This is an optimization exercise on Yosys and OpenROAD, whose aim is small area and a short achievable clock period, not a production implementation.
Only simulation tests tie the RTL to the original design; equivalence was not proved.
No activity file was given, so power comes from the tool's default toggle rates.

==> config.mk <==
export PLATFORM = sky130hd
export DESIGN_NAME = Base_Router
export DESIGN_NICKNAME = Base_Router
export VERILOG_FILES = /design/flow/design.v
export SDC_FILE = /design/flow/constraint.sdc
export NUM_CORES = 8
export LEC_CHECK = 0
export ABC_AREA = 1
export CAP_MARGIN = 20
export CORE_MARGIN = 2
export CORE_UTILIZATION = 60
export CTS_CLUSTER_DIAMETER = 80
export CTS_CLUSTER_SIZE = 24
export SETUP_SLACK_MARGIN = 2.8
export SLEW_MARGIN = 20
export TNS_END_PERCENT = 5
==> constraint.sdc <==
create_clock -name core_clock -period 5.0 [get_ports {clk}]
set_input_delay 1.0000 -clock core_clock [delete_from_list [all_inputs] [get_ports {clk}]]
set_output_delay 1.0000 -clock core_clock [all_outputs]
set_load 0.01 [all_outputs]
==> flow/move_out_flops.tcl <==
# After global placement: pull each output port's buffer, the flip-flop driving it
# and that flip-flop's data-input gate next to the port, so the path from the
# flip-flop to the output is short. Detailed placement legalises afterwards.
set block [ord::get_db_block]
set die [$block getDieArea]
set W [$die xMax]; set H [$die yMax]
set um 1000
set moved 0
proc drv_of {net} {
  if {$net == "NULL"} { return "" }
  foreach it [$net getITerms] { if {[$it isOutputSignal]} { return [$it getInst] } }
  return ""
}
proc place_at {inst x y} {
  $inst setLocation [expr {int($x)}] [expr {int($y)}]
  $inst setPlacementStatus PLACED
}
foreach bt [$block getBTerms] {
  if {[$bt getIoType] != "OUTPUT"} continue
  set net [$bt getNet]
  set buf [drv_of $net]
  if {$buf == ""} continue
  if {[llength [$net getITerms]] != 1} continue
  set in ""
  foreach it [$buf getITerms] { if {[$it isInputSignal]} { set in [$it getNet] } }
  if {$in == ""} continue
  set ff [drv_of $in]
  if {$ff == ""} continue
  if {![string match "*df*" [[$ff getMaster] getName]]} continue
  set bb [$bt getBBox]
  set px [expr {([$bb xMin] + [$bb xMax]) / 2}]
  set py [expr {([$bb yMin] + [$bb yMax]) / 2}]
  # inward unit vector
  set dx 0; set dy 0
  if {$py <= 1000} { set dy 1 } elseif {$py >= $H - 1000} { set dy -1 } elseif {$px <= 1000} { set dx 1 } else { set dx -1 }
  place_at $buf [expr {$px + $dx*4*$um}] [expr {$py + $dy*4*$um}]
  place_at $ff  [expr {$px + $dx*10*$um}] [expr {$py + $dy*10*$um}]
  # the gate driving the flip-flop's D pin, if it drives only that pin
  foreach it [$ff getITerms] {
    if {[$it isInputSignal] && [[$it getMTerm] getName] == "D"} {
      set dn [$it getNet]
      set g [drv_of $dn]
      if {$g != "" && [llength [$dn getITerms]] == 2 && ![string match "*df*" [[$g getMaster] getName]]} {
        place_at $g [expr {$px + $dx*16*$um}] [expr {$py + $dy*16*$um}]
      }
    }
  }
  incr moved
}
puts "move_out_flops: moved $moved output flip-flops next to their ports"
==> design.v <==
module ram (clk, writeSel, readSel, dataIn, dataOut);
parameter packetwidth = 55;
parameter addressWidth = 4;
input clk;
input [(1<<addressWidth)-1:0] writeSel;   
input [(1<<addressWidth)-1:0] readSel;    
input [packetwidth-1:0] dataIn;
output [packetwidth-1:0] dataOut;
reg [packetwidth-1:0] mem [0:(1<<addressWidth)-1];
integer j;
always @(posedge clk)
  for (j = 0; j < (1<<addressWidth); j = j + 1)
    if (writeSel[j])
      mem[j] <= dataIn;
reg [packetwidth-1:0] rd;
integer i;
always @* begin
  rd = {packetwidth{1'b0}};
  for (i = 0; i < (1<<addressWidth); i = i + 1)
    rd = rd | (mem[i] & {packetwidth{readSel[i]}});
end
assign dataOut = rd;
endmodule
module FIFO (clk, reset, reqUpStr, gntUpStr, full, rdReq, rdGnt, empty, readAddr,
             PacketIn, PacketOut);
parameter packetwidth = 55;
parameter addressWidth = 4;
input clk;
input reset;
input reqUpStr;
output reg gntUpStr;           
output reg full;
input rdReq;
output rdGnt;
output reg empty;
output reg [addressWidth-1:0] readAddr;
input [packetwidth-1:0] PacketIn;
output [packetwidth-1:0] PacketOut;
reg [addressWidth-1:0] writeAddr;
reg EnableGnt;
reg [(1<<addressWidth)-1:0] readSel;    
reg [(1<<addressWidth)-1:0] writeSel;
wire wrGnt = reqUpStr & ~full & EnableGnt;
assign rdGnt = rdReq & ~empty;
wire [addressWidth-1:0] one = {{(addressWidth-1){1'b0}}, 1'b1};
wire wEqRm1 = (writeAddr == readAddr - one);            
wire wEqRm2 = (writeAddr == readAddr - one - one);      
wire wEqRp1 = (writeAddr == readAddr + one);            
wire fullNext  = wrGnt ? (rdGnt ? wEqRm1 : (wEqRm2 & (readAddr != 0)))
                       : (rdGnt ? 1'b0 : full);
wire emptyNext = wrGnt ? (rdGnt ? 1'b0 : wEqRm1)
                       : (rdGnt ? wEqRp1 : empty);
wire [addressWidth-1:0] writeAddrInc = writeAddr + one;
always @(posedge clk)
  writeSel <= {{((1<<addressWidth)-1){1'b0}}, wrGnt} << writeAddrInc;
always @(posedge clk or negedge reset)
  if (!reset) begin
    gntUpStr  <= 1'b0;
    writeAddr <= 0;
    readAddr  <= 0;
    EnableGnt <= 1'b1;
    full      <= 1'b0;
    empty     <= 1'b1;
    readSel   <= {{((1<<addressWidth)-1){1'b0}}, 1'b1};
  end else begin
    gntUpStr  <= wrGnt;
    if (wrGnt) writeAddr <= writeAddrInc;
    if (rdGnt) readAddr  <= readAddr + one;
    if (rdGnt) readSel   <= {readSel[(1<<addressWidth)-2:0], readSel[(1<<addressWidth)-1]};
    EnableGnt <= ~reqUpStr | (EnableGnt & ~wrGnt);
    full      <= fullNext;
    empty     <= emptyNext;
  end
ram #(.packetwidth(packetwidth), .addressWidth(addressWidth)) fifoBuffer (
  .clk(clk), .writeSel(writeSel), .readSel(readSel),
  .dataIn(PacketIn), .dataOut(PacketOut));
endmodule
module InputPortController (clk, reset, rdReq, rdGnt, empty, PacketIn, valid, PacketOut, hopNext);
parameter packetwidth = 55;
input clk;
input reset;
output rdReq;
input rdGnt;
input empty;
input [packetwidth-1:0] PacketIn;
output reg valid;                      
output reg [packetwidth-1:0] PacketOut;
output [2:0] hopNext;                  
parameter datawidth = 25;
localparam IDLE = 3'd0, REQ = 3'd1, WAIT = 3'd2, ROUTE = 3'd3, STUCK = 3'd4;
reg [2:0] State;
assign rdReq = (State == REQ);
always @(posedge clk or negedge reset)
  if (!reset) begin
    State <= IDLE;
    valid <= 1'b0;
  end else begin
    case (State)
      IDLE:    if (!empty) State <= REQ;
      REQ:     State <= rdGnt ? WAIT : STUCK;
      WAIT:    State <= ROUTE;
      ROUTE:   begin State <= IDLE; valid <= 1'b1; end
      default: State <= STUCK;
    endcase
  end
always @(posedge clk)
  if (State == ROUTE)
    PacketOut <= PacketIn;
reg [2:0] hopPre;
always @(posedge clk)
  if (State == WAIT)
    hopPre <= PacketIn[datawidth+2:datawidth];
assign hopNext = (State == ROUTE) ? hopPre :
                 (PacketOut[datawidth+2:datawidth] & {3{valid}});
endmodule
module InputPort (clk, reset, reqUpStr, gntUpStr, full, PacketIn, PacketOut, hopNext);
parameter packetwidth = 55;
parameter addressWidth = 4;
input clk;
input reset;
input reqUpStr;
output gntUpStr;
output full;
input [packetwidth-1:0] PacketIn;
output [packetwidth-1:0] PacketOut;    
output [2:0] hopNext;
wire rdReq, rdGnt, empty, valid;
wire [addressWidth-1:0] readAddr;
wire [packetwidth-1:0] ramOut, dataBuf;
FIFO #(.packetwidth(packetwidth), .addressWidth(addressWidth)) fifo (
  .clk(clk), .reset(reset), .reqUpStr(reqUpStr), .gntUpStr(gntUpStr), .full(full),
  .rdReq(rdReq), .rdGnt(rdGnt), .empty(empty), .readAddr(readAddr),
  .PacketIn(PacketIn), .PacketOut(ramOut));
InputPortController #(.packetwidth(packetwidth)) InputPortController (
  .clk(clk), .reset(reset), .rdReq(rdReq), .rdGnt(rdGnt), .empty(empty),
  .PacketIn(ramOut), .valid(valid), .PacketOut(dataBuf), .hopNext(hopNext));
assign PacketOut = dataBuf & {packetwidth{valid}};
endmodule
module OutputController (clk, reset, reqDnStr, gntDnStr, full, PacketIn, hopNext, PacketOut);
parameter packetwidth = 55;
parameter datawidth = 25;
parameter direction = 3'b000;
input clk;
input reset;
output reg reqDnStr;
input gntDnStr;
input full;
input [packetwidth-1:0] PacketIn;      
input [2:0] hopNext;                   
output [packetwidth-1:0] PacketOut;
reg [packetwidth-4:0] pkt;
reg match;                             
wire load = ~reqDnStr & ~full & match;
always @(posedge clk or negedge reset)
  if (!reset) begin
    reqDnStr <= 1'b0;
    pkt      <= 0;
    match    <= (direction == 3'b000);
  end else begin
    match    <= (hopNext == direction);
    reqDnStr <= reqDnStr ? ~gntDnStr : load;
    if (load)
      pkt <= {PacketIn[packetwidth-1:datawidth+3], PacketIn[datawidth-1:0]};
  end
assign PacketOut = {3'b000, pkt};
endmodule
`timescale 1ns / 1ps
module Base_Router(  clk, reset,
							eastReqUpStr,  eastGntUpStr,  eastUpStrFull,  eastPacketIn,
							eastReqDnStr,  eastGntDnStr,  eastDnStrFull,  eastPacketOut,
							northReqUpStr, northGntUpStr, northUpStrFull, northPacketIn,
							northReqDnStr, northGntDnStr, northDnStrFull, northPacketOut,
							westReqUpStr,  westGntUpStr , westUpStrFull,  westPacketIn,
							westReqDnStr,  westGntDnStr,  westDnStrFull,  westPacketOut,
							southReqUpStr, southGntUpStr, southUpStrFull, southPacketIn,
							southReqDnStr, southGntDnStr, southDnStrFull, southPacketOut,
							localReqUpStr, localGntUpStr, localUpStrFull, localPacketIn,
							localReqDnStr, localGntDnStr, localDnStrFull, localPacketOut);
parameter routerID     	= 6'b000_000; 
parameter routerNo 		= 5'b00001;
parameter packetwidth = 55;
parameter datawidth=25;
parameter addressWidth 	= 4;
parameter fifoDepth 	= ((1 << addressWidth) - 1); 
input clk;
input reset;
input eastReqUpStr, northReqUpStr, westReqUpStr, southReqUpStr, localReqUpStr;
input eastDnStrFull,  northDnStrFull, westDnStrFull, southDnStrFull, localDnStrFull ;
input eastGntDnStr, northGntDnStr, westGntDnStr, southGntDnStr, localGntDnStr;
input [packetwidth-1:0] eastPacketIn, northPacketIn, westPacketIn, southPacketIn, localPacketIn;
output eastReqDnStr, northReqDnStr, westReqDnStr, southReqDnStr, localReqDnStr;  
output eastUpStrFull, northUpStrFull, westUpStrFull, southUpStrFull, localUpStrFull;
output eastGntUpStr, northGntUpStr, westGntUpStr, southGntUpStr, localGntUpStr;
output [packetwidth-1:0] eastPacketOut, northPacketOut, westPacketOut, southPacketOut, localPacketOut ;
wire [packetwidth-1:0] eastPacket, northPacket, westPacket, southPacket, localPacket;
wire [packetwidth-1:0] orPacket = eastPacket | northPacket | westPacket | southPacket | localPacket;
wire [2:0] eastHop, northHop, westHop, southHop, localHop;
wire [2:0] orHopNext = eastHop | northHop | westHop | southHop | localHop;
InputPort #(.packetwidth(packetwidth), .addressWidth(addressWidth)) eastInputController (
  .clk(clk), .reset(reset), .reqUpStr(eastReqUpStr), .gntUpStr(eastGntUpStr), .full(eastUpStrFull),
  .PacketIn(eastPacketIn), .PacketOut(eastPacket), .hopNext(eastHop));
OutputController #(.direction(3'b100), .datawidth(datawidth), .packetwidth(packetwidth)) eastOutputController (
  .clk(clk), .reset(reset), .reqDnStr(eastReqDnStr), .gntDnStr(eastGntDnStr), .full(eastDnStrFull),
  .PacketIn(orPacket), .hopNext(orHopNext), .PacketOut(eastPacketOut));
InputPort #(.packetwidth(packetwidth), .addressWidth(addressWidth)) northInputController (
  .clk(clk), .reset(reset), .reqUpStr(northReqUpStr), .gntUpStr(northGntUpStr), .full(northUpStrFull),
  .PacketIn(northPacketIn), .PacketOut(northPacket), .hopNext(northHop));
OutputController #(.direction(3'b111), .datawidth(datawidth), .packetwidth(packetwidth)) northOutputController (
  .clk(clk), .reset(reset), .reqDnStr(northReqDnStr), .gntDnStr(northGntDnStr), .full(northDnStrFull),
  .PacketIn(orPacket), .hopNext(orHopNext), .PacketOut(northPacketOut));
InputPort #(.packetwidth(packetwidth), .addressWidth(addressWidth)) westInputController (
  .clk(clk), .reset(reset), .reqUpStr(westReqUpStr), .gntUpStr(westGntUpStr), .full(westUpStrFull),
  .PacketIn(westPacketIn), .PacketOut(westPacket), .hopNext(westHop));
OutputController #(.direction(3'b110), .datawidth(datawidth), .packetwidth(packetwidth)) westOutputController (
  .clk(clk), .reset(reset), .reqDnStr(westReqDnStr), .gntDnStr(westGntDnStr), .full(westDnStrFull),
  .PacketIn(orPacket), .hopNext(orHopNext), .PacketOut(westPacketOut));
InputPort #(.packetwidth(packetwidth), .addressWidth(addressWidth)) southInputController (
  .clk(clk), .reset(reset), .reqUpStr(southReqUpStr), .gntUpStr(southGntUpStr), .full(southUpStrFull),
  .PacketIn(southPacketIn), .PacketOut(southPacket), .hopNext(southHop));
OutputController #(.direction(3'b101), .datawidth(datawidth), .packetwidth(packetwidth)) southOutputController (
  .clk(clk), .reset(reset), .reqDnStr(southReqDnStr), .gntDnStr(southGntDnStr), .full(southDnStrFull),
  .PacketIn(orPacket), .hopNext(orHopNext), .PacketOut(southPacketOut));
InputPort #(.packetwidth(packetwidth), .addressWidth(addressWidth)) localInputController (
  .clk(clk), .reset(reset), .reqUpStr(localReqUpStr), .gntUpStr(localGntUpStr), .full(localUpStrFull),
  .PacketIn(localPacketIn), .PacketOut(localPacket), .hopNext(localHop));
OutputController #(.direction(3'b000), .datawidth(datawidth), .packetwidth(packetwidth)) localOutputController (
  .clk(clk), .reset(reset), .reqDnStr(localReqDnStr), .gntDnStr(localGntDnStr), .full(localDnStrFull),
  .PacketIn(orPacket), .hopNext(orHopNext), .PacketOut(localPacketOut));
endmodule
==> standard.sh <==
#!/bin/bash
# synth_recipe.tcl (not shown) runs the flow's synth.tcl, then flattens the netlist and writes it again
# the make line also repeats each setting of config.mk as NAME=value (left out here)
make -C /OpenROAD-flow-scripts/flow DESIGN_CONFIG=/design/flow/config.mk WORK_HOME=/design/flow/orfs CLKGATE_MAP_FILE= SYNTH_SCRIPT=/design/flow/synth_recipe.tcl "${@:-finish}"
==> flow/run.sh <==
#!/bin/bash
# Own layout flow: the standard ORFS flow (standard.sh), with
#  - output flip-flops pulled next to their output ports after global placement
#    (move_out_flops.tcl), so the clock-to-output paths are short;
#  - port buffers of a fixed type, free resizing, and timing repair aimed at the
#    worst paths only.
# Each stage's full output goes to log_<stage>.txt in the work folder.
set -uo pipefail
W=$(pwd)
F=$W/flow
ARGS=(
  "POST_GLOBAL_PLACE_TCL=$F/move_out_flops.tcl"
  "BUFFER_PORTS_ARGS=-buffer_cell sky130_fd_sc_hd__buf_2"
  "MATCH_CELL_FOOTPRINT=0"
)
for stage in synth floorplan place cts route finish; do
  echo "=== $stage $(date)"
  if ! bash standard.sh "${ARGS[@]}" $stage > "$W/log_$stage.txt" 2>&1; then
    echo "stage $stage failed"; tail -30 "$W/log_$stage.txt"; exit 1
  fi
done
ls -la out/
==> results by group, run 1 <==
Outcome
  • Outcome: timing/DRC/antenna clean

GRT
  • Largest net degree at the start of global routing: 106
  • GRT overflow: 0
  • Vias in the first global route: 106000
  • Tot GR Track Use: ~40%
  • First-pass GRT wire length: 867000 µm
  • Antenna violations before repair: 254

Worst hold path
  • Worst Hold Class: input port to async pin

STA
  • Final Hold Viols: 0
  • Setup_tns: 0 ns
  • Slew HR: 15.1%
  • Tcrit/Tclk final: 56.3%
  • Final setup fails: 0
  • RSZ-0062 raised after global routing: true
  • F_max: 355 MHz
  • Post-Route Skew: roughly 0.075 ns
  • Worst-Margin Slew: 1.27 ns
  • PnR worst setup slack: 2.18 ns
  • Max Slew Vio Count: 0
  • Post-layout min period: 2.82 ns

Power
  • Clock Power Share: approximately a third
  • Overall Power: 0.0704 W
  • Net Sw Frac: 19.6%
  • Logic gate share of total power: about 1%
  • Pleak: 70.8 nW
  • Flop pwr share: 67.0%
  • Pwr dens: 341 nW/µm²
  • Net switching power: 0.0138 W
  • Pint: 0.0566 W
  • Peak supply drop: 0.358 mV

Critical path
  • CP Class: flip-flop to flip-flop
  • CP Depth: 4
  • Register-to-Register Path Depth: 4
  • RR Startpoint: localOutputController.match
  • Crit Path Max Fanout: between 60 and 70
  • Worst Setup SP: localOutputController.match
  • R2r setup slk: 2.18 ns
  • Cell family with most CP delay: simple AND/OR/NAND/NOR gates
  • Crit path cell chain: nand2_4, buf_4, nand2_1, o21ai_0
  • CP Data Required Time: approximately 6 ns
  • RR Endpoint: localOutputController.pkt[7]
  • CP Data Arrival Time: 3.67 ns
  • CP endpoint kind: flip-flop
  • Worst setup SP type: flip-flop
  • Crit-path max cell delay: 0.76 ns
  • Worst path bufs/invs: 1
  • Worst path slowest cell: dfstp_2

Cells and area
  • Syn-to-layout area delta: 9.52%
  • Share of cells above drive strength 1: 12.6%
  • Layout Nets: 13500

Synth
  • #FFs+latches synth: 5200
  • Post-Syn Area per Cell: approximately 15 µm²
  • Synth Flop Type: edfxtp_1
  • Yosys warning count: 9
  • Syn Inst Count: 12500
  • Unique masters post-synth: 46
  • Share of flip-flops with an asynchronous set or reset: 8.27%
  • Number of flops mapped to enable cells by yosys: 4690
  • Register area share after synthesis: between 80 and 90%
  • Post-synthesis cell area: 189000 µm²

Die
  • # rows: a little over 200
  • Core Area: 312000 µm²
  • Die Ht: 565 µm
  • DIE AREA: 319000 µm²
  • Starting density of the core: 60.4%
  • I/O Pins: 582
  • Die X: roughly 560 µm

Routing
  • Starting DRT DRC Count: 19300
  • Final WL: 640000 µm
  • DRT Pass-1 Iters: 13
  • Drt wl/cell: 36.4 µm
  • # DRC: 0
  • Via count: 117000
  • Vias per cell: about 6.7
  • Post-DRT Antenna Nets: 0

Placement
  • Detailed-placement wirelength estimate: 377000 µm
  • Post-Place Worst Slack: 1.60 ns
  • Port Buf Inserts: 566

Clock network
  • TritonCTS Buffers: 241
  • Clock Latency Late Sink: 1.02 ns
  • Clock sink count: 5200
  • Root Driver: clkbuf_16
  • CTS tree: built
  • H-tree Lvls: 4
  • Clk slew on worst S/H paths: 0.10 ns
  • CTS max path bufs: 4

Job
  • Max-cap violations: 0
-- per-stage QoR --
stage / hold WS (ns) / utilization (%) / area [µm²] / cells
3_5_place_dp: 0.443 / 63.1 / 197000 / 16900
4_1_cts: 0.00444 / 65.8 / 206000 / 17400
5_1_grt: 0.0530 / 66.1 / 206000 / 17500
2_1_floorplan: 0.443 / - / 189000 / 12500
6_report: 0.0273 / 66.2 / 207000 / 17600
3_3_place_gp: 0.444 / 63.0 / 197000 / 16900
-- timing repair --
item	4_1_cts	5_1_grt
buffers inserted	126	30
hold buffers	0	0
cloned	1	5
endpoints found under the setup margin	900	947
pin swaps	3	5
resized for setup	180	52
-- synth_stat cells, drive strengths merged, types with 3 or more instances --
library cell	number	share of area (%)
buf	381	0.92
a211oi	83	0.33
xor2	39	0.21
o21a	3	0.012
inv	152	0.30
nor2	246	0.51
nor3	32	0.093
o21ai	317	0.84
a221oi	659	3.2
or2	8	0.027
edfxtp	4690	75
nand4	374	1.2
dfxtp	80	0.85
a22o	205	0.95
o21bai	4	0.016
ha	22	0.15
nand2	3903	7.8
dfrtp	414	5.5
nand3	513	1.4
dfstp	16	0.22
clkbuf	229	0.46
and3	9	0.030
nand3b	6	0.024
xnor2	20	0.097
a21oi	84	0.22
or4	7	0.028
-- cell usage in the layout (no fill, tap or decap), types with 19 or more instances in the layout --
cell type / netlist / final
clkbuf_1: 228 / 127
nor3_1: 30 / 30
buf_4: 16 / 357
clkbuf_16: 0 / 246
nand4_1: 374 / 374
a221oi_4: 0 / 29
dfrtp_2: 0 / 184
buf_6: 1 / 59
a211oi_1: 83 / 82
a22o_1: 205 / 205
a21oi_1: 84 / 84
diode_2: 0 / 144
xor2_1: 35 / 35
xnor2_1: 19 / 19
nor2_1: 238 / 236
nand3_1: 511 / 502
dfxtp_4: 0 / 80
nand2_1: 3899 / 3888
ha_1: 22 / 22
o21ai_0: 315 / 312
buf_12: 0 / 40
a221oi_1: 609 / 607
buf_2: 184 / 525
a221oi_2: 50 / 23
edfxtp_1: 4690 / 4690
inv_1: 144 / 140
dfrtp_1: 414 / 218
-- flip-flops by register name, summed over array words and instances, names as in the netlist, 55 cells and up --
| signal | flops |
|---|---|
| westInputController.fifo.fifoBuffer.mem | 880 |
| localInputController.fifo.fifoBuffer.mem | 880 |
| northInputController.fifo.fifoBuffer.mem | 880 |
| southInputController.fifo.fifoBuffer.mem | 880 |
| northInputController.InputPortController.PacketOut | 55 |
| eastInputController.fifo.fifoBuffer.mem | 880 |
| westInputController.InputPortController.PacketOut | 55 |
| localInputController.InputPortController.PacketOut | 55 |
| southInputController.InputPortController.PacketOut | 55 |
| eastInputController.InputPortController.PacketOut | 55 |
-- power by group through the flow --
stage	clock network (W)	logic [W]	registers (W)
finish	0.0225	0.000723	0.0472
global placement	0	0.000632	0.0482
floorplan	0	0.0000364	0.0482
detailed placement	0	0.000694	0.0482
global route	0.0239	0.000788	0.0472
CTS	0.0225	0.000698	0.0472
-- worst reg2reg max path, delay by kind of cell, from the launching register on --
family	cells	cell delay, ns
compound gates	1	0.16
buf+inv	1	0.85
flops	1	0.76
simple gates	2	0.95
-- area by class of cell --
type	count	area (µm²)
Sequential cell	5200	154000
Fill cell	21400	106000
Multi-Input combinational cell	6554	32900
Timing Repair Buffer	988	6930
Clock buffer	373	6620
Tap cell	4140	5180
Inverter	153	603
Antenna cell	144	360
Clock inverter	21	240
Timing Repair inverter	3	17.5
-- cells by family after synthesis --
| group | count (synthesis) | share of synthesized area (%) |
|---|---|---|
| AOI/OAI and AO/OA | 1355 | 5.60 |
| xor gates and xnor gates | 59 | 0.306 |
| adders and majority gates | 22 | 0.146 |
| buffers and inverters | 763 | 1.68 |
| DFF | 5200 | 81.2 |
| other | 1 | 0.00199 |
| and+or+nand+nor | 5100 | 11.1 |
-- how the worst max path moves through the flow --
stage,end,slack [ns]
5_1_grt,southOutputController.pkt[38],2.21
2_1_floorplan,southOutputController.match,2.50
6_report,localOutputController.pkt[7],2.18
3_5_place_dp,eastOutputController.pkt[5],1.60
3_3_place_gp,southOutputController.pkt[25],2.15
4_1_cts,westPacketOut[40],2.36
-- per-layer routing --
layer | part of all wire [%] | wire (µm) | global-route usage (%)
met1 | 35 | 223000 | 51.8
met2 | 44 | 283000 | 57.8
met3 | 14 | 86900 | 13.9
met4 | 7.2 | 45900 | 24.9
met5 | 0.16 | 1050 | 0.908
==> inputs of run 2 (changes only) <==
--- a/design.v
+++ b/design.v
@@ -55,63 +55,65 @@
   writeSel <= {{((1<<addressWidth)-1){1'b0}}, wrGnt} << writeAddrInc;
 always @(posedge clk or negedge reset)
   if (!reset) begin
-    gntUpStr  <= 1'b0;
     writeAddr <= 0;
     readAddr  <= 0;
     EnableGnt <= 1'b1;
-    full      <= 1'b0;
     empty     <= 1'b1;
-    readSel   <= {{((1<<addressWidth)-1){1'b0}}, 1'b1};
-  end else begin
-    gntUpStr  <= wrGnt;
+    readSel   <= 0;
+  end else begin
     if (wrGnt) writeAddr <= writeAddrInc;
     if (rdGnt) readAddr  <= readAddr + one;
-    if (rdGnt) readSel   <= {readSel[(1<<addressWidth)-2:0], readSel[(1<<addressWidth)-1]};
+    if (rdGnt) readSel   <= {{((1<<addressWidth)-1){1'b0}}, 1'b1} << (readAddr + one);
     EnableGnt <= ~reqUpStr | (EnableGnt & ~wrGnt);
-    full      <= fullNext;
     empty     <= emptyNext;
+  end
+always @(posedge clk)
+  if (!reset) begin
+    gntUpStr <= 1'b0;
+    full     <= 1'b0;
+  end else begin
+    gntUpStr <= wrGnt;
+    full     <= fullNext;
   end
 ram #(.packetwidth(packetwidth), .addressWidth(addressWidth)) fifoBuffer (
   .clk(clk), .writeSel(writeSel), .readSel(readSel),
   .dataIn(PacketIn), .dataOut(PacketOut));
 endmodule
-module InputPortController (clk, reset, rdReq, rdGnt, empty, PacketIn, valid, PacketOut, hopNext);
-parameter packetwidth = 55;
+module InputPortController (clk, reset, rdReq, rdGnt, empty, PacketIn, PacketOut, hopNext);
+parameter packetwidth = 55;
+parameter datawidth = 25;
 input clk;
 input reset;
 output rdReq;
 input rdGnt;
 input empty;
 input [packetwidth-1:0] PacketIn;
-output reg valid;                      
 output reg [packetwidth-1:0] PacketOut;
 output [2:0] hopNext;                  
-parameter datawidth = 25;
-localparam IDLE = 3'd0, REQ = 3'd1, WAIT = 3'd2, ROUTE = 3'd3, STUCK = 3'd4;
-reg [2:0] State;
-assign rdReq = (State == REQ);
+reg sIdle, sReq, sWait, sRoute, sStuck;
+assign rdReq = sReq;
 always @(posedge clk or negedge reset)
   if (!reset) begin
-    State <= IDLE;
-    valid <= 1'b0;
-  end else begin
-    case (State)
-      IDLE:    if (!empty) State <= REQ;
-      REQ:     State <= rdGnt ? WAIT : STUCK;
-      WAIT:    State <= ROUTE;
-      ROUTE:   begin State <= IDLE; valid <= 1'b1; end
-      default: State <= STUCK;
-    endcase
-  end
-always @(posedge clk)
-  if (State == ROUTE)
+    sIdle  <= 1'b1;
+    sReq   <= 1'b0;
+    sWait  <= 1'b0;
+    sRoute <= 1'b0;
+    sStuck <= 1'b0;
+  end else begin
+    sIdle  <= (sIdle & empty) | sRoute;
+    sReq   <= sIdle & ~empty;
+    sWait  <= sReq & rdGnt;
+    sRoute <= sWait;
+    sStuck <= sStuck | (sReq & ~rdGnt);
+  end
+always @(posedge clk)
+  if (sRoute | ~reset)
     PacketOut <= PacketIn;
 reg [2:0] hopPre;
 always @(posedge clk)
-  if (State == WAIT)
+  if (sWait)
     hopPre <= PacketIn[datawidth+2:datawidth];
-assign hopNext = (State == ROUTE) ? hopPre :
-                 (PacketOut[datawidth+2:datawidth] & {3{valid}});
+assign hopNext = sRoute ? hopPre : PacketOut[datawidth+2:datawidth];
 endmodule
 module InputPort (clk, reset, reqUpStr, gntUpStr, full, PacketIn, PacketOut, hopNext);
 parameter packetwidth = 55;
@@ -124,7 +126,7 @@
 input [packetwidth-1:0] PacketIn;
 output [packetwidth-1:0] PacketOut;    
 output [2:0] hopNext;
-wire rdReq, rdGnt, empty, valid;
+wire rdReq, rdGnt, empty;
 wire [addressWidth-1:0] readAddr;
 wire [packetwidth-1:0] ramOut, dataBuf;
 FIFO #(.packetwidth(packetwidth), .addressWidth(addressWidth)) fifo (
@@ -133,8 +135,8 @@
   .PacketIn(PacketIn), .PacketOut(ramOut));
 InputPortController #(.packetwidth(packetwidth)) InputPortController (
   .clk(clk), .reset(reset), .rdReq(rdReq), .rdGnt(rdGnt), .empty(empty),
-  .PacketIn(ramOut), .valid(valid), .PacketOut(dataBuf), .hopNext(hopNext));
-assign PacketOut = dataBuf & {packetwidth{valid}};
+  .PacketIn(ramOut), .PacketOut(dataBuf), .hopNext(hopNext));
+assign PacketOut = dataBuf;
 endmodule
 module OutputController (clk, reset, reqDnStr, gntDnStr, full, PacketIn, hopNext, PacketOut);
 parameter packetwidth = 55;
@@ -152,12 +154,15 @@
 reg match;                             
 wire load = ~reqDnStr & ~full & match;
 always @(posedge clk or negedge reset)
+  if (!reset)
+    match <= (direction == 3'b000);
+  else
+    match <= (hopNext == direction);
+always @(posedge clk)
   if (!reset) begin
     reqDnStr <= 1'b0;
     pkt      <= 0;
-    match    <= (direction == 3'b000);
-  end else begin
-    match    <= (hopNext == direction);
+  end else begin
     reqDnStr <= reqDnStr ? ~gntDnStr : load;
     if (load)
       pkt <= {PacketIn[packetwidth-1:datawidth+3], PacketIn[datawidth-1:0]};
==> config.mk (replaced) <==
export PLATFORM = sky130hd
export DESIGN_NAME = Base_Router
export DESIGN_NICKNAME = Base_Router
export VERILOG_FILES = /design/flow/design.v
export SDC_FILE = /design/flow/constraint.sdc
export NUM_CORES = 8
export LEC_CHECK = 0
export CAP_MARGIN = 20
export CORE_MARGIN = 2
export CORE_UTILIZATION = 60
export CTS_CLUSTER_DIAMETER = 80
export CTS_CLUSTER_SIZE = 24
export SETUP_SLACK_MARGIN = 2.45
export SLEW_MARGIN = 20
export TNS_END_PERCENT = 100
==> run 2 against run 1 <==
Compared with the run above:
- largest power group unchanged
- total power grew 12%
- fmax grew 4.3%
- non-clock buffer count down 103
- still clean
- largest cell class unchanged
- clock skew is 0.034 ns lower
==> results by group, run 2 <==
Synth
  • Count leader, synth: edfxtp_1
  • Synth top area cells: edfxtp_1, a22o_1, a221oi_1, dfxtp_1, dfrtp_1
  • Post-Syn Area per Cell: 19.0 µm² (+26%)
  • Largest family of logic cells by synthesized area: compound AO/OA/AOI/OAI gates
  • Synth top area share: 76.9% (+2.3 points)
  • Top cells by count, synth: edfxtp_1, a22o_1, a221oi_1, clkbuf_1, nor2_1
  • Share of flip-flops with an asynchronous set or reset: 2.98% (-5.3 points)
  • Area leader, netlist: edfxtp_1
  • Synth Area in Adders: 0.260% (+0.11 points)
  • Post-synthesis xor/xnor area fraction: 0.544% (+0.24 points)
  • Yosys warning count: 9 (unchanged)
  • Simple-gate portion of the synthesized area: 2.69% (-8.4 points)
  • Register area share after synthesis: 82.9% (+1.8 points)
  • Syn Inst Count: 9618 (-23%)
  • Synth Flop Type: edfxtp_1
  • #FFs+latches synth: 5200 (unchanged)
  • Unique masters post-synth: 54 (+17%)
  • Complex-gate fraction of the synthesized area: 12.1% (+6.5 points)
  • Post-synthesis cell area: 183000 µm² (-3.0%)
  • Number of flops mapped to enable cells by yosys: 4690 (unchanged)
  • Post-synthesis mux area share: 0.0670% (+0.067 points)

Power
  • Logic gate share of total power: 4.7% (+3.7 points)
  • Net switching power: 0.0181 W (+31%)
  • Pwr dens: 393 nW/µm² (+15%)
  • Flop pwr share: 66.6% (-0.4 points)
  • Peak supply drop: 0.400 mV (+12%)
  • Net Sw Frac: 23.0% (+3.5 points)
  • Pint: 0.0605 W (+6.8%)
  • Pleak: 64.0 nW (-9.6%)
  • Clock Power Share: 28.7% (-3.2 points)

GRT
  • Vias in the first global route: 98600 (-7.3%)
  • Tot GR Track Use: 39.2% (-0.71 points)
  • Antenna violations before repair: 168 (-34%)
  • Largest net degree at the start of global routing: 143 (+35%)
  • First-pass GRT wire length: 827000 µm (-4.5%)
  • GRT overflow: 0 (unchanged)

Clock network
  • Root Driver: clkbuf_16
  • CTS tree: built
  • Clock sink count: 5200 (unchanged)
  • Clk slew on worst S/H paths: 0.09 ns (about the same)
  • Clock Latency Late Sink: 0.99 ns (-0.03 ns)
  • TritonCTS Buffers: 241 (unchanged)
  • H-tree Lvls: 4 (unchanged)
  • CTS max path bufs: 4 (unchanged)

Placement
  • Port Buf Inserts: 566 (unchanged)
  • Dpl cells: 13800 (-18%)
  • Post-Place Worst Slack: 1.37 ns (-0.236 ns)
  • Detailed-placement wirelength estimate: 364000 µm (-3.5%)

STA
  • Final Hold Viols: 0 (unchanged)
  • F_max: 370 MHz (+4.3%)
  • Min Hold Slack: 0.177 ns (+0.150 ns)
  • Worst-Margin Slew: 1.30 ns (+0.0258 ns)
  • Post-Route Skew: 0.0409 ns (-0.0343 ns)
  • Slew HR: 13.2% (-1.8 points)
  • Final setup fails: 0 (unchanged)
  • Setup_tns: 0 ns (unchanged)
  • Post-layout min period: 2.70 ns (-0.115 ns)
  • RSZ-0062 raised after global routing: true
  • Max Slew Vio Count: 0 (unchanged)
  • PnR worst setup slack: 2.30 ns (+0.115 ns)
  • Tcrit/Tclk final: 54.0% (-2.3 points)

Routing
  • Starting DRT DRC Count: 17500 (-9.2%)
  • Final WL: 617000 µm (-3.5%)
  • Via count: 106000 (-9.4%)
  • # DRC: 0 (unchanged)
  • DRT Pass-1 Iters: 10 (-3)
  • Vias per cell: 7.38 (+11%)
  • Post-DRT Antenna Nets: 0 (unchanged)
  • Drt wl/cell: 42.8 µm (+18%)

Cells and area
  • Share of cells above drive strength 1: 14.5% (+2.0 points)
  • Layout fillers: 20200 (-6.0%)
  • Commonest non-fill, non-tap cells in the layout: edfxtp_1, a22o_1, a221oi_1
  • Most common cell after layout, fill and taps aside: edfxtp_1
  • Layout Nets: 10500 (-22%)
  • Syn-to-layout area delta: 9.21%
  • Util after Layout: 65.9% (-0.24 points)
  • Fin cells: 14400 (-18%)

Critical path
  • CP Data Required Time: 5.77 ns (-0.09 ns)
  • Crit Path Max Fanout: 5 (-92%)
  • Cell family with most CP delay: simple AND/OR/NAND/NOR gates
  • RR Endpoint: westOutputController.pkt[36]
  • CP Class: flip-flop to flip-flop
  • Worst path bufs/invs: 0 (-1)
  • Worst setup SP type: flip-flop
  • Worst path slowest cell: nor2_1
  • CP endpoint kind: flip-flop
  • CP Data Arrival Time: 3.47 ns (-0.20 ns)
  • Register-to-Register Path Depth: 3 (-1)
  • Crit path cell chain: or4_1, nor2_1, a211oi_1
  • R2r setup slk: 2.30 ns (+0.12 ns)
  • Crit-path max cell delay: 0.88 ns (+0.12 ns)

Job
  • Max-cap violations: 0 (unchanged)

Worst hold path
  • Hold Path Sink: southInputController.fifo.EnableGnt
  • Worst hold start: southReqUpStr
  • Worst Hold Class: input port to flip-flop
  • Worst hold stages: 2

Die
  • DIE AREA: 310000 µm² (-3.0%)
  • Core Area: 303000 µm² (-2.9%)
  • Starting density of the core: 60.4% (about the same)
  • I/O Pins: 582 (unchanged)
  • Die Ht: 556 µm (-1.5%)
  • Die X: 556 µm (-1.5%)
  • # rows: 202 (-1.5%)

Outcome
  • Outcome: timing/DRC/antenna clean
-- run 2: kinds of logic (layout without fill, tap and decap cells) --
family / count (synthesis) / count (layout)
muxes: 12 / 12
other: 1 / 134
DFF: 5200 / 5200
xor gates and xnor gates: 112 / 112
buffers and inverters: 653 / 1337
AOI/OAI and AO/OA: 2593 / 2593
and+or+nand+nor: 1009 / 1009
adders and majority gates: 38 / 38
-- run 2: what timing repair did --
action	4_1_cts	5_1_grt
resized for setup	224	40
buffers inserted	67	21
gates cloned	0	0
pin swaps	17	16
hold endpoints to repair	0	19
hold buffers	0	5
setup endpoints to repair	155	58
-- run 2: area by class of cell --
type	instances	area, µm²	share of cell area, %
Tap cell	3978	4980	2.49
Timing Repair Buffer	885	5960	2.98
Clock inverter	13	158	0.0789
Clock buffer	413	6800	3.40
Inverter	26	105	0.0526
Multi-Input combinational cell	3779	29000	14.5
Antenna cell	119	298	0.149
Sequential cell	5200	153000	76.3
-- run 2: metrics by stage --
stage / area, µm² / total power, W
after floorplan: 183000 / 0.0540
after global placement: 191000 / 0.0565
after detailed placement: 191000 / 0.0568
after CTS: 199000 / 0.0784
after global routing: 200000 / 0.0803
final: 200000 / 0.0786
-- run 2: how the worst max path moves through the flow --
| stage | startpoint | end | slack [ns] | cells past startpoint |
|---|---|---|---|---|
| after floorplan | eastDnStrFull | eastOutputController.pkt[32] | 2.84 | 4 |
| after global placement | localInputController.InputPortController.sRoute | southOutputController.match | 0.98 | 4 |
| after detailed placement | reset | eastInputController.fifo.full | 1.37 | 5 |
| after CTS | northInputController.fifo.full | northUpStrFull | 2.40 | 1 |
| after global routing | westInputController.InputPortController.sRoute | eastOutputController.match | 2.41 | 6 |
| final | flip-flop | westOutputController.pkt[36] | 2.30 | 3 |
-- run 2: layer usage --
layer  vias up  global-route usage (%)  wire, µm
met5         -                  0.0469       584
met4        92                    18.9     35300
met3      1502                    12.0     81200
met2      7618                    59.1    282000
met1     55600                    52.4    218000
li1      41500                       -         -
-- run 2: power by group through the flow --
stage	clock network (W)	registers, W	logic (W)
2_1_floorplan	0	0.0528	0.00111
3_3_place_gp	0	0.0532	0.00331
3_5_place_dp	0	0.0533	0.00348
4_1_cts	0.0226	0.0523	0.00356
5_1_grt	0.0240	0.0525	0.00383
6_report	0.0226	0.0523	0.00369
==> inputs of run 3 (changes only) <==
--- a/design.v
+++ b/design.v
@@ -29,7 +29,8 @@
 input reset;
 input reqUpStr;
 output reg gntUpStr;           
-output reg full;
+output reg full;               
+reg fullInt;                   
 input rdReq;
 output rdGnt;
 output reg empty;
@@ -40,14 +41,15 @@
 reg EnableGnt;
 reg [(1<<addressWidth)-1:0] readSel;    
 reg [(1<<addressWidth)-1:0] writeSel;
-wire wrGnt = reqUpStr & ~full & EnableGnt;
+wire wrGnt = reqUpStr & ~fullInt & EnableGnt;
 assign rdGnt = rdReq & ~empty;
 wire [addressWidth-1:0] one = {{(addressWidth-1){1'b0}}, 1'b1};
 wire wEqRm1 = (writeAddr == readAddr - one);            
 wire wEqRm2 = (writeAddr == readAddr - one - one);      
 wire wEqRp1 = (writeAddr == readAddr + one);            
-wire fullNext  = wrGnt ? (rdGnt ? wEqRm1 : (wEqRm2 & (readAddr != 0)))
-                       : (rdGnt ? 1'b0 : full);
+wire fullMove  = wrGnt ? (rdGnt ? wEqRm1 : (wEqRm2 & (readAddr != 0))) : 1'b0;
+wire fullNext  = fullMove | (~wrGnt & ~rdGnt & fullInt);
+wire fullNextOut = fullMove | (~wrGnt & ~rdGnt & full);    
 wire emptyNext = wrGnt ? (rdGnt ? 1'b0 : wEqRm1)
                        : (rdGnt ? wEqRp1 : empty);
 wire [addressWidth-1:0] writeAddrInc = writeAddr + one;
@@ -71,9 +73,11 @@
   if (!reset) begin
     gntUpStr <= 1'b0;
     full     <= 1'b0;
+    fullInt  <= 1'b0;
   end else begin
     gntUpStr <= wrGnt;
-    full     <= fullNext;
+    full     <= fullNextOut;
+    fullInt  <= fullNext;
   end
 ram #(.packetwidth(packetwidth), .addressWidth(addressWidth)) fifoBuffer (
   .clk(clk), .writeSel(writeSel), .readSel(readSel),
@@ -144,7 +148,7 @@
 parameter direction = 3'b000;
 input clk;
 input reset;
-output reg reqDnStr;
+output reg reqDnStr;                   
 input gntDnStr;
 input full;
 input [packetwidth-1:0] PacketIn;      
@@ -152,7 +156,8 @@
 output [packetwidth-1:0] PacketOut;
 reg [packetwidth-4:0] pkt;
 reg match;                             
-wire load = ~reqDnStr & ~full & match;
+reg waitGnt;                           
+wire load = ~waitGnt & ~full & match;
 always @(posedge clk or negedge reset)
   if (!reset)
     match <= (direction == 3'b000);
@@ -161,9 +166,11 @@
 always @(posedge clk)
   if (!reset) begin
     reqDnStr <= 1'b0;
+    waitGnt  <= 1'b0;
     pkt      <= 0;
   end else begin
     reqDnStr <= reqDnStr ? ~gntDnStr : load;
+    waitGnt  <= waitGnt ? ~gntDnStr : load;
     if (load)
       pkt <= {PacketIn[packetwidth-1:datawidth+3], PacketIn[datawidth-1:0]};
   end
--- a/config.mk
+++ b/config.mk
@@ -7,9 +7,9 @@
 export LEC_CHECK = 0
 export CAP_MARGIN = 20
 export CORE_MARGIN = 2
-export CORE_UTILIZATION = 60
+export CORE_UTILIZATION = 65
 export CTS_CLUSTER_DIAMETER = 80
 export CTS_CLUSTER_SIZE = 24
-export SETUP_SLACK_MARGIN = 2.45
+export SETUP_SLACK_MARGIN = 2.5
 export SLEW_MARGIN = 20
 export TNS_END_PERCENT = 100
==> run 3 against run 2 <==
Compared with the run above:
- sequential share of layout area about the same
- clock power about the same
- via count increased by 0.17%
- highest routed layer unchanged
- still clean
- largest cell class unchanged
- cell count decreased by 1.5%
- clock-buffer cell count decreased by 37
- die area decreased by 7.4%
==> results by group, run 3 <==
Synth
  • Register area share after synthesis: 82.8% (-0.10 points)
  • Synth Flop Type: edfxtp_1
  • Yosys warning count: 9 (unchanged)
  • Synth top area cells: edfxtp_1, a22o_1, a221oi_1, dfxtp_1, dfrtp_1
  • #FFs+latches synth: 5210 (+0.19%)
  • Area leader, netlist: edfxtp_1
  • Count leader, synth: edfxtp_1
  • Post-Syn Area per Cell: 19.0 µm² (-0.15%)
  • Syn Inst Count: 9657 (+0.41%)
  • Top cells by count, synth: edfxtp_1, a22o_1, a221oi_1, clkbuf_1, nor2_1
  • Synth top area share: 76.7% (-0.20 points)
  • Number of flops mapped to enable cells by yosys: 4690 (unchanged)
  • Share of flip-flops with an asynchronous set or reset: 2.98% (-0.0057 points)
  • Unique masters post-synth: 55 (+1.9%)
  • Post-synthesis cell area: 184000 µm² (+0.25%)

Critical path
  • CP Data Arrival Time: 3.76 ns (+0.29 ns)
  • Register-to-Register Path Depth: 4 (+1)
  • CP endpoint kind: flip-flop
  • R2r setup slk: 2.08 ns (-0.22 ns)
  • Crit Path Max Fanout: 105 (+100)
  • CP Data Required Time: 5.84 ns (+0.07 ns)
  • CP Class: flip-flop to flip-flop
  • Worst setup SP type: flip-flop
  • RR Endpoint: northOutputController.pkt[10]
  • RR Startpoint: northOutputController.match

Clock network
  • CTS tree: built
  • TritonCTS Buffers: 240 (-0.41%)
  • Clock Latency Late Sink: 1.00 ns (about the same)
  • Clock sink count: 5210 (+0.19%)
  • CTS max path bufs: 4 (unchanged)
  • CTS Hold Buffers Added: 0 (unchanged)
  • H-tree Lvls: 4 (unchanged)
  • Root Driver: clkbuf_16
  • Clk slew on worst S/H paths: 0.11 ns (+0.02 ns)

Cells and area
  • Area of the multi-input gates: 29200 µm² (+0.75%)
  • Syn-to-layout area delta: 9.02%
  • Most common cell after layout, fill and taps aside: edfxtp_1
  • Share of cells above drive strength 1: 15.9% (+1.4 points)
  • Commonest non-fill, non-tap cells in the layout: edfxtp_1, a22o_1, a221oi_1
  • Layout fillers: 17300 (-14%)
  • Layout Nets: 10500 (+0.46%)
  • Fin cells: 14200 (-1.5%)
  • Storage element area: 153000 µm² (+0.13%)

GRT
  • Antenna violations before repair: 197 (+17%)
  • GRT overflow: 0 (unchanged)
  • Vias in the first global route: 98300 (-0.33%)
  • Largest net degree at the start of global routing: 116 (-19%)
  • First-pass GRT wire length: 790000 µm (-4.5%)
  • Tot GR Track Use: 40.1% (+0.92 points)

STA
  • Post-layout min period: 2.92 ns (+0.219 ns)
  • Max Slew Vio Count: 0 (unchanged)
  • Tcrit/Tclk final: 58.4% (+4.4 points)
  • RSZ-0062 raised after global routing: true
  • Worst-Margin Slew: 1.33 ns (+0.0292 ns)
  • Slew HR: 11.4% (-1.9 points)
  • PnR worst setup slack: 2.08 ns (-0.219 ns)
  • Final Hold Viols: 0 (unchanged)
  • Post-Route Skew: 0.0503 ns (+0.00940 ns)
  • Setup_tns: 0 ns (unchanged)
  • F_max: 343 MHz (-7.5%)
  • Final setup fails: 0 (unchanged)

Placement
  • Detailed-placement wirelength estimate: 331000 µm (-9.0%)
  • Dpl cells: 13600 (-1.4%)
  • Port Buf Inserts: 566 (unchanged)
  • Post-Place Worst Slack: 1.79 ns (+0.419 ns)

Die
  • I/O Pins: 582 (unchanged)
  • Core Area: 282000 µm² (-7.2%)
  • Die Ht: 535 µm (-3.8%)
  • Starting density of the core: 65.2% (+4.8 points)
  • DIE AREA: 287000 µm² (-7.4%)
  • Die X: 535 µm (-3.8%)
  • # rows: 195 (-3.5%)

Routing
  • Starting DRT DRC Count: 17000 (-2.7%)
  • Vias per cell: 7.50 (+1.6%)
  • # DRC: 0 (unchanged)
  • Final WL: 580000 µm (-5.9%)
  • Post-DRT Antenna Nets: 0 (unchanged)
  • DRT Pass-1 Iters: 12 (+2)
  • Drt wl/cell: 40.9 µm (-4.6%)
  • Via count: 106000 (+0.17%)

Power
  • Net switching power: 0.0178 W (-1.8%)
  • Peak supply drop: 0.369 mV (-7.7%)
  • Flop pwr share: 67.0% (+0.4 points)
  • Pwr dens: 391 nW/µm² (-0.41%)
  • Pleak: 64.2 nW (+0.35%)
  • Net Sw Frac: 22.7% (-0.33 points)
  • Pint: 0.0605 W (+0.11%)
  • Logic gate share of total power: 4.5% (-0.2 points)
  • Clock Power Share: 28.4% (-0.3 points)

Outcome
  • Outcome: timing/DRC/antenna clean

Job
  • Max-cap violations: 0 (unchanged)

Worst hold path
  • Worst Hold Class: input port to async pin
==> run 3: cell count changes after synthesis, sizes merged, moves of 10 or more <==
cell	change
nand3	+10
clkbuf	+22
nor2	+11
a21oi	+13
buf	-15
nand2	-21
dfxtp	+10
a22o	+16
o21ai	-17
==> run 3: repair_timing <==
item | CTS | global route
pin swaps | 7 | 8
gates cloned | 2 | 0
setup buffers | 49 | 52
gates resized for setup | 279 | 121
setup endpoints to repair | 269 | 165
==> run 3: logic make-up after synthesis <==
kind of cell,synth area share (%)
other cells,0.00204
flops,82.8
simple gates,2.72
xor+xnor,0.543
buf+inv,1.39
compound gates,12.1
fa+ha+maj,0.259
mux,0.111
==> run 3: layer usage <==
metal | routed length (µm) | track usage, % | vias to the layer above
met3 | 78900 | 11.3 | 1793
met5 | 831 | 0.666 | -
li1 | - | - | 41700
met2 | 265000 | 60.3 | 8288
met1 | 199000 | 54.4 | 54600
met4 | 36300 | 20.3 | 124
==> run 3: power groups by stage <==
| stage | Clock [W] | Sequential (W) | Combinational (W) |
|---|---|---|---|
| final | 0.0223 | 0.0525 | 0.00354 |
| after global routing | 0.0237 | 0.0527 | 0.00372 |
| after floorplan | 0 | 0.0530 | 0.00115 |
| after detailed placement | 0 | 0.0534 | 0.00337 |
| after CTS | 0.0223 | 0.0524 | 0.00341 |
| after global placement | 0 | 0.0533 | 0.00323 |
==> run 3: worst max path at each step <==
| stage | from | endpoint | depth (start not counted) |
|---|---|---|---|
| finish | northOutputController.match | northOutputController.pkt[10] | 4 |
| floorplan | reset | flip-flop | 2 |
| global route | northOutputController.match | northOutputController.pkt[10] | 4 |
| CTS | westInputController.fifo.readAddr[0] | westInputController.fifo.full | 7 |
| detailed placement | reset | northInputController.fifo.full | 5 |
| global placement | localDnStrFull | localOutputController.pkt[25] | 6 |
==> run 3: metrics by stage <==
step | utilization, % | hold slack, ns | power [W] | instance area (µm²)
detailed placement | 67.9 | 0.423 | 0.0568 | 191000
floorplan | - | 0.392 | 0.0541 | 184000
global route | 71.0 | 0.0227 | 0.0801 | 200000
global placement | 67.8 | 0.417 | 0.0565 | 191000
finish | 71.1 | 0.0298 | 0.0783 | 200000
CTS | 70.6 | 0.000217 | 0.0781 | 199000
==> run 3: worst max-delay path, cell delays in order (launching register included) <==
cell	delay, ns
dfrtp_1	0.49
nor3b_2	0.32
buf_12	0.26
nor2_1	0.47
a211oi_1	0.61
==> run 3: layout make-up <==
class,count,share of cell area (%)
antenna,133,0.166
inverter,23,0.0488
timing repair buffer,900,3.07
sequential,5210,76.4
clock buffer,376,3.33
tap,3743,2.34
multi-input combinational,3806,14.6
clock inverter,13,0.0763
==> inputs of run 4 (changes only) <==
--- a/config.mk
+++ b/config.mk
@@ -5,11 +5,11 @@
 export SDC_FILE = /design/flow/constraint.sdc
 export NUM_CORES = 8
 export LEC_CHECK = 0
-export CAP_MARGIN = 20
+export CAP_MARGIN = 50
 export CORE_MARGIN = 2
 export CORE_UTILIZATION = 65
 export CTS_CLUSTER_DIAMETER = 80
 export CTS_CLUSTER_SIZE = 24
 export SETUP_SLACK_MARGIN = 2.5
-export SLEW_MARGIN = 20
+export SLEW_MARGIN = 50
 export TNS_END_PERCENT = 100
==> run 4 against run 3 <==
Compared with the run above:
- sequential power barely moved
- largest power group unchanged
- still clean on timing, DRC and antenna
- highest routed layer unchanged
- synthesized cell count did not move
- register-to-register slack improved by 0.36 ns
- cell area rose by 0.32%
- synthesized area did not move
- via count fell by 0.56%
- total power barely moved
==> results by group, run 4 <==
Critical path
  • CP Data Arrival Time: 3.12 ns (-0.64 ns)
  • Worst path slowest cell: dfrtp_2
  • CP Data Required Time: 5.56 ns (-0.28 ns)
  • CP Class: flip-flop to flip-flop
  • CP endpoint kind: flip-flop
  • Worst setup SP type: flip-flop
  • Crit-path max cell delay: 0.47 ns (-0.14 ns)
  • Crit path cell chain: buf_4, buf_4, a22o_1, a221oi_1, nand4_1
  • Crit Path Max Fanout: 37 (-65%)
  • Most used cell, CP: buf_4

Synth
  • Register area share after synthesis: 82.8% (unchanged)
  • Post-synthesis mux area share: 0.111% (unchanged)
  • Synth Flop Type: edfxtp_1
  • Synth Area in Adders: 0.259% (unchanged)
  • Largest family of logic cells by synthesized area: compound AO/OA/AOI/OAI gates
  • Synth top area cells: edfxtp_1, a22o_1, a221oi_1, dfxtp_1, dfrtp_1
  • Number of flops mapped to enable cells by yosys: 4690 (unchanged)
  • Syn Inst Count: 9657 (unchanged)
  • Post-synthesis xor/xnor area fraction: 0.543% (unchanged)
  • Yosys warning count: 9 (unchanged)
  • Complex-gate fraction of the synthesized area: 12.1% (unchanged)
  • Synth top area share: 76.7% (unchanged)
  • Simple-gate portion of the synthesized area: 2.72% (unchanged)
  • Unique masters post-synth: 55 (unchanged)
  • #FFs+latches synth: 5210 (unchanged)
  • Top cells by count, synth: edfxtp_1, a22o_1, a221oi_1, clkbuf_1, nor2_1
  • Area leader, netlist: edfxtp_1
  • Count leader, synth: edfxtp_1
  • Post-Syn Area per Cell: 19.0 µm² (unchanged)
  • Post-synthesis cell area: 184000 µm² (unchanged)
  • Share of flip-flops with an asynchronous set or reset: 2.98% (unchanged)

Cells and area
  • Layout Nets: 10500 (-0.13%)
  • Most common cell after layout, fill and taps aside: edfxtp_1
  • Commonest non-fill, non-tap cells in the layout: edfxtp_1, a22o_1, a221oi_1
  • Layout fillers: 17200 (-0.38%)
  • Syn-to-layout area delta: 9.37%
  • Share of cells above drive strength 1: 16.1% (+0.15 points)

STA
  • Post-layout min period: 2.56 ns (-0.364 ns)
  • RSZ-0062 raised after global routing: true
  • Worst-Margin Slew: 0.841 ns (-0.488 ns)
  • Slew HR: 43.9% (+32 points)
  • Max Slew Vio Count: 0 (unchanged)
  • Final setup fails: 0 (unchanged)
  • Tcrit/Tclk final: 51.1% (-7.3 points)
  • Setup_tns: 0 ns (unchanged)
  • Final Hold Viols: 0 (unchanged)
  • F_max: 391 MHz (+14%)
  • Post-Route Skew: 0.0363 ns (-0.0140 ns)

Power
  • Peak supply drop: 0.390 mV (+5.6%)
  • Pleak: 64.3 nW (+0.17%)
  • Pint: 0.0607 W (+0.26%)
  • Net switching power: 0.0177 W (-0.53%)
  • Logic gate share of total power: 4.8% (+0.3 points)
  • Pwr dens: 390 nW/µm² (-0.24%)
  • Clock Power Share: 28.4% (about the same)
  • Overall Power: 0.0784 W (about the same)
  • Flop pwr share: 66.8% (-0.2 points)
  • Net Sw Frac: 22.6% (-0.14 points)

GRT
  • First-pass GRT wire length: 785000 µm (-0.60%)
  • Tot GR Track Use: 39.7% (-0.36 points)
  • Largest net degree at the start of global routing: 116 (unchanged)
  • Vias in the first global route: 98400 (+0.028%)
  • Antenna violations before repair: 183 (-7.1%)
  • GRT overflow: 0 (unchanged)

Job
  • Max-cap violations: 0 (unchanged)

Placement
  • Port Buf Inserts: 566 (unchanged)
  • Detailed-placement wirelength estimate: 337000 µm (+1.7%)

Outcome
  • Outcome: timing/DRC/antenna clean

Clock network
  • H-tree Lvls: 4 (unchanged)
  • CTS tree: built
  • Clock sink count: 5210 (unchanged)
  • Root Driver: clkbuf_16
  • Clk slew on worst S/H paths: 0.10 ns (about the same)
  • Clock Latency Late Sink: 0.98 ns (-0.02 ns)
  • TritonCTS Buffers: 240 (unchanged)
  • CTS max path bufs: 4 (unchanged)

Routing
  • Final WL: 575000 µm (-0.93%)
  • DRT Pass-1 Iters: 11 (-1)
  • Via count: 106000 (-0.56%)
  • # DRC: 0 (unchanged)
  • Starting DRT DRC Count: 17000 (-0.15%)
  • Drt wl/cell: 40.5 µm (-0.91%)
  • Post-DRT Antenna Nets: 0 (unchanged)
  • Vias per cell: 7.46 (-0.53%)

Die
  • Die X: 535 µm (unchanged)
  • Core Area: 282000 µm² (unchanged)
  • I/O Pins: 582 (unchanged)
  • DIE AREA: 287000 µm² (unchanged)
  • Starting density of the core: 65.2% (unchanged)
  • # rows: 195 (unchanged)
  • Die Ht: 535 µm (unchanged)

Worst hold path
  • Worst Hold Class: input port to async pin
run 4: cell families after synthesis:
family / Yosys count
other: 1
AOI/OAI and AO/OA: 2602
muxes: 20
DFF: 5210
adders and majority gates: 38
buffers and inverters: 657
and+or+nand+nor: 1017
xor gates and xnor gates: 112
run 4: what timing repair did:
item	CTS	global route
hold buffers	0	1
setup endpoints to repair	246	33
pin swaps	4	9
gates resized for setup	293	16
buffers inserted	36	15
endpoints found under the hold margin	0	7
run 4: power groups by stage:
stage / clock network (W) / registers, W / logic, W
2_1_floorplan: 0 / 0.0530 / 0.00115
3_3_place_gp: 0 / 0.0533 / 0.00323
3_5_place_dp: 0 / 0.0533 / 0.00361
4_1_cts: 0.0223 / 0.0523 / 0.00365
5_1_grt: 0.0238 / 0.0525 / 0.00397
6_report: 0.0223 / 0.0523 / 0.00379
run 4: cell type report:
cell class / count / area (µm²) / area share [%]
sequential: 5210 / 153000 / 76.1
multi-input combinational: 3804 / 29400 / 14.7
clock buffer: 378 / 6740 / 3.36
timing repair buffer: 888 / 6450 / 3.21
tap: 3743 / 4680 / 2.33
antenna: 144 / 360 / 0.180
clock inverter: 10 / 125 / 0.0623
inverter: 23 / 103 / 0.0511
run 4: layer usage:
layer  GRT usage, %  vias to the layer above  routed length, µm
li1               -                    41600                  -
met1           54.1                    54600             199000
met2           60.1                     7982             265000
met3           10.7                     1628              75700
met4           19.9                      116              33500
met5          0.616                        -                916
run 4: through the flow:
step	area, µm²	cells	worst slack, ns	util (%)	hold WS, ns
4_1_cts	200000	14000	2.39	71.0	0.00391
6_report	201000	14200	2.44	71.3	0.141
2_1_floorplan	184000	9671	2.10	-	0.392
5_1_grt	201000	14100	2.45	71.2	0.113
3_5_place_dp	192000	13600	1.55	68.2	0.427
3_3_place_gp	191000	13600	1.87	67.8	0.417
run 4: worst paths after layout:
path,startpoint,end,slack (ns),cells after the start
max,northInputController.fifo.readSel[10],flip-flop,2.44,5
min,reset,westInputController.InputPortController.sIdle,0.14,1
max reg2reg,northInputController.fifo.readSel[10],flip-flop,2.44,5
min reg2reg,localInputController.fifo.fullInt,localInputController.fifo.EnableGnt,0.44,2
max in group asynchronous,reset,westInputController.fifo.readSel[12],3.66,2
min in group core_clock,southReqUpStr,southInputController.fifo.EnableGnt,0.16,2
run 4: critical path: cells and delay by family, from the launching register on:
family                 cells  cell delay (ns)
AO/OA/AOI/OAI              2             0.57
flip-flops                 1             0.47
AND/OR/NAND/NOR            1             0.44
buffers and inverters      2             0.63

==> what the ideal ports hide <==
No port has a modelled driver above. Below, the same layouts with a new extraction and two added sets of constraints. Step 1, drivers: a clkbuf_16 drives clk and a buf_2 each remaining input, both assumed. Step 2 times the ports against the registers' clock, not the clock port: input delays grow and output delays shrink by t, the midpoint of the rising clock arrivals with the driver on. a / b / c = ideal ports / drivers / drivers and shift; a / b = the first two.
run | shift t [ns] | setup slack, ns | worst hold slack (ns) | clock arrival spread, ns | cell pins on the clock port's net
run 1 | 1.104 | 2.184 / 2.184 / 1.531 | 0.027 / 0.017 / 0.463 | 0.082 / 0.082 | 1
run 2 | 1.078 | 2.300 / 2.300 / 1.917 | 0.177 / 0.091 / 0.460 | 0.051 / 0.051 | 1
run 3 | 1.089 | 2.081 / 2.081 / 1.404 | 0.030 / -0.033 / 0.439 | 0.054 / 0.054 | 1
run 4 | 1.069 | 2.444 / 2.355 / 1.622 | 0.141 / 0.090 / 0.442 | 0.040 / 0.039 | 1
After both steps every run listed still meets setup and hold. The setup slack of run 4, which loses most, moves by -0.089 ns with the drivers and by -0.822 ns with both steps.
